From an optimization exercise on the open Yosys and OpenROAD flow, aimed at small area, a short achievable clock period and few clock cycles per item; shortcuts taken in it are not production practice.
Only simulation tests tie the RTL to the original design; equivalence was not proved.

job 6372:
==> flow/design.v (excerpt) <==
module sqrt_binary_search (
    input  logic        clk,
    input  logic        rst,         
    input  logic        valid_in,
    input  logic [15:0] x,           
    output logic [15:0] x_sqrt,      
    output logic        valid_out
);
==> flow/config.mk <==
export PLATFORM = sky130hd
export DESIGN_NAME = sqrt_binary_search
export DESIGN_NICKNAME = sqrt_binary_search
export VERILOG_FILES = /design/flow/design.v
export SDC_FILE = /design/flow/constraint.sdc
export NUM_CORES = 4
export LEC_CHECK = 0
export ABC_AREA = 1
export CAP_MARGIN = 20
export CORE_MARGIN = 2
export CORE_UTILIZATION = 40
export PLACE_DENSITY = 0.85
export SETUP_SLACK_MARGIN = 3.5
export SLEW_MARGIN = 20
export TNS_END_PERCENT = 10
==> flow/constraint.sdc <==
create_clock -name core_clock -period 11.0 [get_ports {clk}]
set_input_delay 2.2000 -clock core_clock [delete_from_list [all_inputs] [get_ports {clk}]]
set_output_delay 2.2000 -clock core_clock [all_outputs]
set_load 0.01 [all_outputs]
standard.sh (not shown) runs the stock make flow with config.mk's settings and CLKGATE_MAP_FILE= SYNTH_SCRIPT=/design/flow/synth_recipe.tcl, a recipe that flattens the netlist after the stock synthesis.
==> flow/flow/run.sh <==
#!/bin/bash
# The standard layout (standard.sh), with these changes:
#  - synthesis: no adder-cell mapping (ADDER_MAP_FILE empty), so ABC maps the
#    adders from plain gates instead of the slow ha/fa cells, and the final ABC
#    mapping uses flow/abc_iter.script (see flow/synth_iter.tcl);
#  - buf_2 cells as the port buffers (buffer_ports otherwise picks the slow
#    clkdlybuf4s50_1);
#  - setup repair only resizes cells (SETUP_MOVE_SEQUENCE=sizeup).
set -e
here=$(pwd)
export ADDER_MAP_FILE=
export BUFFER_PORTS_ARGS="-buffer_cell sky130_fd_sc_hd__buf_2"
export SETUP_MOVE_SEQUENCE=sizeup
bash standard.sh SYNTH_SCRIPT=$here/flow/synth_iter.tcl finish > standard.log 2>&1
==> flow/flow/abc_iter.script <==
strash
dch
map -B 0.9
strash
dch
map -B 0.9
strash
dch
map -B 0.9
strash
dch
map -B 0.9
strash
dch
map -B 0.9
strash
dch
map -B 0.9
strash
dch
map -B 0.9
strash
dch
map -B 0.9 -D 4600
topo
stime -c
buffer -c
upsize -c -D 4600
dnsize -c -D 4600
==> flow/flow/synth_iter.tcl <==
# The standard flow's synthesis (synth_recipe.tcl, which sources ORFS's synth.tcl) with one
# change: the final technology mapping runs ABC with abc_iter.script, which
# repeats ORFS's area script's strash/dch/map round 8 times, the last one and the sizing
# aimed at a 4600 ps delay target (area recovery below it).
# Everything before it (synth -nofsm -noshare, flip-flop mapping) and after it
# (flatten, renames) is the standard flow's own, so the registers are the standard ones.
set ::abc_iter_script [file normalize [file join [file dirname [info script]] abc_iter.script]]
set ::synth_recipe_tcl [file normalize [file join [file dirname [info script]] .. synth_recipe.tcl]]
proc abc {args} {
  set i [lsearch -exact $args -script]
  if {$i >= 0} { lset args [expr {$i + 1}] $::abc_iter_script }
  puts "abc: mapping with $::abc_iter_script"
  yosys abc {*}$args
}
source $::synth_recipe_tcl
Testbench counts of job 6372, summed over its fixed seeds: cycles 262,148, items 262,144.
The inputs of job 8944 differ from those of job 6372 as listed below.
Settings: putting SYNTH_HIERARCHICAL at 1 where nothing was set.
--- a/flow/flow/abc_iter.script
+++ b/flow/flow/abc_iter.script
@@ -23,3 +23,3 @@
 dch
-map -B 0.9 -D 4600
+map -B 0.9
 topo
@@ -27,3 +27,3 @@
 buffer -c
-upsize -c -D 4600
-dnsize -c -D 4600
+upsize -c
+dnsize -c
--- a/flow/flow/synth_iter.tcl
+++ b/flow/flow/synth_iter.tcl
@@ -2,4 +2,3 @@
 # change: the final technology mapping runs ABC with abc_iter.script, which
-# repeats ORFS's area script's strash/dch/map round 8 times, the last one and the sizing
-# aimed at a 4600 ps delay target (area recovery below it).
+# repeats ORFS's area script's strash/dch/map round 8 times before sizing.
 # Everything before it (synth -nofsm -noshare, flip-flop mapping) and after it
Notes after the runs:
- Compared with job 6372, job 8944 shows a higher routed wire length.
- Lower worst setup slack goes to job 6372 over job 8944.
- In job 8944 relative to job 6372, cell total after placement had gone up by more than 10%.
Modified inputs, job 7301 compared to job 8944
Settings: SYNTH_HIERARCHICAL no longer set, was 1; SETUP_SLACK_MARGIN now 4.3, was 3.5.
--- a/flow/flow/abc_iter.script
+++ b/flow/flow/abc_iter.script
@@ -23,3 +23,3 @@
 dch
-map -B 0.9
+map -B 0.9 -D 4300
 topo
@@ -27,3 +27,3 @@
 buffer -c
-upsize -c
-dnsize -c
+upsize -c -D 4300
+dnsize -c -D 4300
--- a/flow/flow/synth_iter.tcl
+++ b/flow/flow/synth_iter.tcl
@@ -2,3 +2,4 @@
 # change: the final technology mapping runs ABC with abc_iter.script, which
-# repeats ORFS's area script's strash/dch/map round 8 times before sizing.
+# repeats ORFS's area script's strash/dch/map round 8 times, the last one and the sizing
+# aimed at a 4300 ps delay target (area recovery below it).
 # Everything before it (synth -nofsm -noshare, flip-flop mapping) and after it
--- outcome ---
Looking only at worst setup slack after layout, and setting everything else aside, the higher value of job 8944 and job 7301 goes to job 8944.
Synthesis-to-finish area growth: job 8944 and job 7301 compared, higher one is job 7301
Diff job 8944 -> job 7301: routed wire length dropped 670 um; sequential share of layout area now sits higher; met1 layer wirelength in the final routing went down by about 11%.
What job 1999 does differently from job 7301 at the input level:
Settings: SETUP_SLACK_MARGIN: 4.3 -> 3.5.
### Flow results
- The final layouts of job 7301 and job 1999 pass the timing, design-rule and antenna checks.
- Measured against job 7301, the filler cell count in the final layout of job 1999 comes out at 1.11 times the reference value.
- Job 1999 ends up with higher post-route minimum period than job 7301 does.
- Job 7301 and job 1999 ended up with nearly the same number of well taps.
- From job 7301 to job 1999 the numbers moved as follows: final standard cell area without fillers lost about 13%; hold slack essentially unchanged.
Input-level comparison between job 2543 and job 1999:
Settings: setting CTS_CLUSTER_SIZE to 20 for the first time; setting CTS_BUF_LIST to sky130_fd_sc_hd__clkbuf_4 for the first time.
--- a/flow/flow/abc_iter.script
+++ b/flow/flow/abc_iter.script
@@ -23,3 +23,3 @@
 dch
-map -B 0.9 -D 4300
+map -B 0.9
 topo
@@ -27,3 +27,3 @@
 buffer -c
-upsize -c -D 4300
-dnsize -c -D 4300
+upsize -c
+dnsize -c
--- a/flow/flow/synth_iter.tcl
+++ b/flow/flow/synth_iter.tcl
@@ -2,4 +2,3 @@
 # change: the final technology mapping runs ABC with abc_iter.script, which
-# repeats ORFS's area script's strash/dch/map round 8 times, the last one and the sizing
-# aimed at a 4300 ps delay target (area recovery below it).
+# repeats ORFS's area script's strash/dch/map round 8 times before sizing.
 # Everything before it (synth -nofsm -noshare, flip-flop mapping) and after it
## What came out
- Between job 2543 and job 1999, least setup slack across all paths after layout is higher for job 2543, job 1999 comes in under that.
- In the reports for job 2543 and job 1999, the larger global-route wire length before repair belongs to job 2543.
- Changes observed in job 2543 relative to job 1999: data arrival time of the worst path down 0.05 ns, final area up 2.2%, share of the core filled with cells flat, post-synthesis compound-gate area fraction flat.
- Job 1999 has a higher routed length on met3 than job 2543.

========
Setup of job 7789:
Another version of the RTL of sqrt_binary_search (not shown whole).
Size: roughly 680 cells after synthesis, ~18 flip-flops, roughly 36 I/O pins.
export LEC_CHECK = 0
export ABC_AREA = 1
export CAP_MARGIN = 20
export CORE_MARGIN = 2
export CORE_UTILIZATION = 40
export SETUP_SLACK_MARGIN = 4.5
export SLEW_MARGIN = 20
create_clock -name core_clock -period 11.0 [get_ports {clk}]
==> flow/flow/run.sh <==
#!/bin/bash
# The standard layout (standard.sh), with two changes:
#  - no adder-cell mapping in synthesis (ADDER_MAP_FILE empty): ABC maps the
#    adders from plain gates instead of the slow ha/fa cells;
#  - buf_2 cells as the port buffers (buffer_ports otherwise picks the slow
#    clkdlybuf4s50_1).
set -e
export ADDER_MAP_FILE=
export BUFFER_PORTS_ARGS="-buffer_cell sky130_fd_sc_hd__buf_2"
bash standard.sh > standard.log 2>&1
Job 7789 reached the end of the flow, and the finished layout is clean on the timing, design-rule and antenna checks.
Testbench counts of job 7789, summed over its fixed seeds: cycles 262,148, items 262,144.
For job 1146, these inputs were changed with respect to job 7789:
-- flow/flow/run.sh --
<<< job 7789, line 9
export BUFFER_PORTS_ARGS="-buffer_cell sky130_fd_sc_hd__buf_2"
bash standard.sh > standard.log 2>&1
>>> job 1146, line 9
export BUFFER_PORTS_ARGS="-buffer_cell sky130_fd_sc_hd__buf_2"
export SETUP_MOVE_SEQUENCE=sizeup,swap
bash standard.sh > standard.log 2>&1
-- flow/config.mk --
<<< job 7789, line 11
export CORE_UTILIZATION = 40
export SETUP_SLACK_MARGIN = 4.5
export SLEW_MARGIN = 20
>>> job 1146, line 11
export CORE_UTILIZATION = 40
export PLACE_DENSITY = 0.85
export SETUP_SLACK_MARGIN = 3.5
export SLEW_MARGIN = 20
Job 1146: PASS, flow complete, no timing, DRC or antenna violations. Taking job 1146 as 1.0, job 7789 lands at 0.932 on placer congestion estimate. When job 1146 is measured against job 7789, its total placed instance area turns out 0.34% lower. Job 1146: final area lower than job 7789.
Inputs modified between job 1146 and job 2966:
==> flow/flow/run.sh <==
#!/bin/bash
# The standard layout (standard.sh), with these changes:
#  - synthesis: no adder-cell mapping (ADDER_MAP_FILE empty), so ABC maps the
#    adders from plain gates instead of the slow ha/fa cells, and the final ABC
#    mapping uses flow/abc_iter.script (see flow/synth_iter.tcl);
#  - buf_2 cells as the port buffers (buffer_ports otherwise picks the slow
#    clkdlybuf4s50_1);
#  - setup repair only resizes cells (SETUP_MOVE_SEQUENCE=sizeup).
set -e
here=$(pwd)
export ADDER_MAP_FILE=
export BUFFER_PORTS_ARGS="-buffer_cell sky130_fd_sc_hd__buf_2"
export SETUP_MOVE_SEQUENCE=sizeup
bash standard.sh SYNTH_SCRIPT=$here/flow/synth_iter.tcl finish > standard.log 2>&1
==> flow/flow/abc_iter.script (new file) <==
strash
dch
map -B 0.9
strash
dch
map -B 0.9
strash
dch
map -B 0.9
strash
dch
map -B 0.9
topo
stime -c
buffer -c
upsize -c
dnsize -c
==> flow/flow/synth_iter.tcl (new file) <==
# The standard flow's synthesis (synth_recipe.tcl, which sources ORFS's synth.tcl) with one
# change: the final technology mapping runs ABC with abc_iter.script, which
# repeats ORFS's area script's strash/dch/map round 4 times before sizing.
# Everything before it (synth -nofsm -noshare, flip-flop mapping) and after it
# (flatten, renames) is the standard flow's own, so the registers are the standard ones.
set ::abc_iter_script [file normalize [file join [file dirname [info script]] abc_iter.script]]
set ::synth_recipe_tcl [file normalize [file join [file dirname [info script]] .. synth_recipe.tcl]]
proc abc {args} {
  set i [lsearch -exact $args -script]
  if {$i >= 0} { lset args [expr {$i + 1}] $::abc_iter_script }
  puts "abc: mapping with $::abc_iter_script"
  yosys abc {*}$args
}
source $::synth_recipe_tcl
-- flow/config.mk --
<<< job 1146, line 14
export SLEW_MARGIN = 20
>>> job 2966, line 14
export SLEW_MARGIN = 20
export TNS_END_PERCENT = 10
Results
Compared with job 1146, job 2966 ends up with less cell area. Min least setup slack across all paths after layout across job 1146 and job 2966: job 1146. Re sequential-to-total area share from yosys stat: job 1146 and job 2966 aren't equal, and the higher value belongs to job 2966. Job 2966 vs. job 1146: footprint of the multi-input gates went down by 230 µm².
Here is what was changed in the inputs of job 8284 compared with job 2966.
==> flow/flow/run.sh <==
#!/bin/bash
# The standard layout (standard.sh), with two changes:
#  - no adder-cell mapping in synthesis (ADDER_MAP_FILE empty): ABC maps the
#    adders from plain gates instead of the slow ha/fa cells;
#  - buf_2 cells as the port buffers (buffer_ports otherwise picks the slow
#    clkdlybuf4s50_1).
set -e
export ADDER_MAP_FILE=
export BUFFER_PORTS_ARGS="-buffer_cell sky130_fd_sc_hd__buf_2"
export SETUP_MOVE_SEQUENCE=sizeup
bash standard.sh > standard.log 2>&1
removed: flow/flow/abc_iter.script
removed: flow/flow/synth_iter.tcl
Notes after the runs:
Going from job 2966 to job 8284, count of clock-buffer cells in the layout saw a decrease; routed length on met3 saw an increase; wire length saw an increase.
Status: met1 track demand over resource parity (job 2966, job 8284)
From job 2966 to job 8284 the numbers moved as follows: instance count of the mapped netlist grew by 17; minimum clock period increased 0.38 ns.
### job 8284 -> job 139
==> flow/flow/run.sh <==
#!/bin/bash
# The standard layout (standard.sh), with these changes:
#  - synthesis: no adder-cell mapping (ADDER_MAP_FILE empty), so ABC maps the
#    adders from plain gates instead of the slow ha/fa cells, and the final ABC
#    mapping uses flow/abc_iter.script (see flow/synth_iter.tcl);
#  - buf_2 cells as the port buffers (buffer_ports otherwise picks the slow
#    clkdlybuf4s50_1);
#  - setup repair only resizes cells (SETUP_MOVE_SEQUENCE=sizeup).
set -e
here=$(pwd)
export ADDER_MAP_FILE=
export BUFFER_PORTS_ARGS="-buffer_cell sky130_fd_sc_hd__buf_2"
export SETUP_MOVE_SEQUENCE=sizeup
bash standard.sh SYNTH_SCRIPT=$here/flow/synth_iter.tcl finish > standard.log 2>&1
==> flow/flow/abc_iter.script (new file) <==
strash
dch
map -B 0.9
strash
dch
map -B 0.9
strash
dch
map -B 0.9
strash
dch
map -B 0.9
strash
dch
map -B 0.9
strash
dch
map -B 0.9
topo
stime -c
buffer -c
upsize -c
dnsize -c
==> flow/flow/synth_iter.tcl (new file) <==
# The standard flow's synthesis (synth_recipe.tcl, which sources ORFS's synth.tcl) with one
# change: the final technology mapping runs ABC with abc_iter.script, which
# repeats ORFS's area script's strash/dch/map round six times before sizing.
# Everything before it (synth -nofsm -noshare, flip-flop mapping) and after it
# (flatten, renames) is the standard flow's own, so the registers are the standard ones.
set ::abc_iter_script [file normalize [file join [file dirname [info script]] abc_iter.script]]
set ::synth_recipe_tcl [file normalize [file join [file dirname [info script]] .. synth_recipe.tcl]]
proc abc {args} {
  set i [lsearch -exact $args -script]
  if {$i >= 0} { lset args [expr {$i + 1}] $::abc_iter_script }
  yosys abc {*}$args
}
source $::synth_recipe_tcl
Findings:
On job 139: slew at the pin closest to its max-slew limit is 0.015 ns higher than what job 8284 gave. The higher share of synthesized cell area in and, or, nand and nor gates came out of job 139. The hold path depth of job 8284 and that of job 139 are within noise of each other. Changes observed in job 139 relative to job 8284: share of synthesized area occupied by flip-flops and latches ~0 delta, final hold slack shows a reduction of 0.0040 ns. Diff job 8284..job 139 | number of clock buffers inserted by TritonCTS | unchanged. Number of clock buffers in the layout: job 139 vs job 8284 up 1. Global-route wire length before repair, job 139 vs job 8284: down slightly. The total detailed-routing wirelength reported for job 139 is smaller than that of job 8284 by about 6%. As of job 139, non-filler instance count after layout had risen slightly compared to job 8284.
The inputs of job 4974 differ from those of job 139 as listed below.
==> flow/flow/run.sh <==
#!/bin/bash
# The standard layout (standard.sh), with two changes:
#  - no adder-cell mapping in synthesis (ADDER_MAP_FILE empty): ABC maps the
#    adders from plain gates instead of the slow ha/fa cells;
#  - buf_2 cells as the port buffers (buffer_ports otherwise picks the slow
#    clkdlybuf4s50_1).
set -e
export ADDER_MAP_FILE=
export BUFFER_PORTS_ARGS="-buffer_cell sky130_fd_sc_hd__buf_2"
export SETUP_MOVE_SEQUENCE=sizeup
bash standard.sh ABC_LOAD_IN_FF=1 finish > standard.log 2>&1
removed: flow/flow/abc_iter.script
removed: flow/flow/synth_iter.tcl
==> summary.txt <==
Delta (job 4974 minus job 139): area of placed instances saw a decrease; clock-buffer cell count did not really move; final cell count was more or less identical.

========
before:
sqrt_binary_search again, from the RTL that the note above started with.
==> flow/design.v (excerpt) <==
module sqrt_binary_search (
    input  logic        clk,
    input  logic        rst,         
    input  logic        valid_in,
    input  logic [15:0] x,           
    output logic [15:0] x_sqrt,      
    output logic        valid_out
);
export LEC_CHECK = 0
export ABC_AREA = 1
export CAP_MARGIN = 20
export CORE_MARGIN = 2
export CORE_UTILIZATION = 40
export PLACE_DENSITY = 0.85
export SETUP_SLACK_MARGIN = 0.0
export SLEW_MARGIN = 20
export TNS_END_PERCENT = 10
create_clock -name core_clock -period 11.0 [get_ports {clk}]
==> flow/flow/run.sh <==
#!/bin/bash
# The standard layout (standard.sh), with these changes:
#  - synthesis: no adder-cell mapping (ADDER_MAP_FILE empty), so ABC maps the
#    adders from plain gates instead of the slow ha/fa cells, and the final ABC
#    mapping uses flow/abc_iter.script (see flow/synth_iter.tcl);
#  - buf_2 cells as the port buffers (buffer_ports otherwise picks the slow
#    clkdlybuf4s50_1);
#  - setup repair only resizes cells (SETUP_MOVE_SEQUENCE=sizeup).
set -e
here=$(pwd)
export ADDER_MAP_FILE=
export BUFFER_PORTS_ARGS="-buffer_cell sky130_fd_sc_hd__buf_2"
export SETUP_MOVE_SEQUENCE=sizeup
bash standard.sh SYNTH_SCRIPT=$here/flow/synth_iter.tcl finish > standard.log 2>&1
==> flow/flow/abc_iter.script <==
strash
dch
map -B 0.9
strash
dch
map -B 0.9
strash
dch
map -B 0.9
strash
dch
map -B 0.9
strash
dch
map -B 0.9
strash
dch
map -B 0.9
strash
dch
map -B 0.9
strash
dch
map -B 0.9
topo
stime -c
buffer -c
upsize -c
dnsize -c
==> flow/flow/synth_iter.tcl <==
# The standard flow's synthesis (synth_recipe.tcl, which sources ORFS's synth.tcl) with one
# change: the final technology mapping runs ABC with abc_iter.script, which
# repeats ORFS's area script's strash/dch/map round 8 times before sizing.
# Everything before it (synth -nofsm -noshare, flip-flop mapping) and after it
# (flatten, renames) is the standard flow's own, so the registers are the standard ones.
set ::abc_iter_script [file normalize [file join [file dirname [info script]] abc_iter.script]]
set ::synth_recipe_tcl [file normalize [file join [file dirname [info script]] .. synth_recipe.tcl]]
proc abc {args} {
  set i [lsearch -exact $args -script]
  if {$i >= 0} { lset args [expr {$i + 1}] $::abc_iter_script }
  puts "abc: mapping with $::abc_iter_script"
  yosys abc {*}$args
}
source $::synth_recipe_tcl
Testbench counts of before, summed over its fixed seeds: cycles 262,148, items 262,144.
Changes in after relative to before:
Settings: PLACE_DENSITY no longer set, was 0.85; SETUP_SLACK_MARGIN now 1.5, was 0.0; TNS_END_PERCENT no longer set, was 10.
==> flow/flow/run.sh <==
#!/bin/bash
set -e
cp standard.sh standard_sh.log
cp synth_recipe.tcl synth_recipe_tcl.log
export BUFFER_PORTS_ARGS="-buffer_cell sky130_fd_sc_hd__buf_2"
bash standard.sh > standard.log 2>&1
removed: flow/flow/abc_iter.script
removed: flow/flow/synth_iter.tcl
Results
| worst setup slack | after vs before | 1660 ps lower |. Across both runs, mean area per synthesized cell was higher for after than for before. Final critical delay including setup and external delays (lower): before.

==> static timing again, ports no longer ideal <==
Ports are ideal in the flow. The routed layouts listed here were re-timed in OpenROAD. Step 1 sets driving cells, clkbuf_16 on the clock port and buf_2 on the other inputs (assumed; they add their load-dependent delay and slew). Step 2, shift: input delay + t, output delay - t, t = (earliest + latest rising clock arrival at the registers) / 2. This alone moves slack from input paths to output paths. Three values: no drivers, after step 1, after step 2; two values: the first two.
run	shift t [ns]	setup WS [ns]	slew at the worst register clock pin (ns)	worst slew at a driven data input, ns
job 6372	0.281	3.920 / 3.893 / 3.882	0.07 / 0.07	0.03
job 8944	0.278	4.251 / 4.226 / 4.504	0.06 / 0.06	0.03
job 7301	0.276	4.159 / 4.134 / 4.277	0.07 / 0.07	0.03
job 1999	0.273	4.030 / 4.005 / 3.969	0.07 / 0.07	0.03
job 2543	0.313	4.081 / 4.054 / 4.367	0.10 / 0.10	0.03
job 7789	0.285	3.876 / 3.851 / 4.083	0.07 / 0.07	0.06
job 1146	0.275	3.657 / 3.633 / 3.908	0.06 / 0.06	0.03
job 2966	0.277	4.182 / 4.160 / 4.437	0.06 / 0.06	0.04
job 8284	0.276	3.800 / 3.775 / 3.938	0.06 / 0.06	0.03
job 139	0.275	4.141 / 4.117 / 4.392	0.06 / 0.06	0.03
job 4974	0.272	3.705 / 3.678 / 3.939	0.06 / 0.06	0.03
before	0.273	3.990 / 3.962 / 4.235	0.07 / 0.07	0.03
after	0.269	2.328 / 2.333 / 2.064	0.07 / 0.07	0.03
After both steps every run listed still meets setup and hold. For after, which loses most, drivers alone change the setup slack by +0.005 ns; drivers and shift together by -0.264 ns.
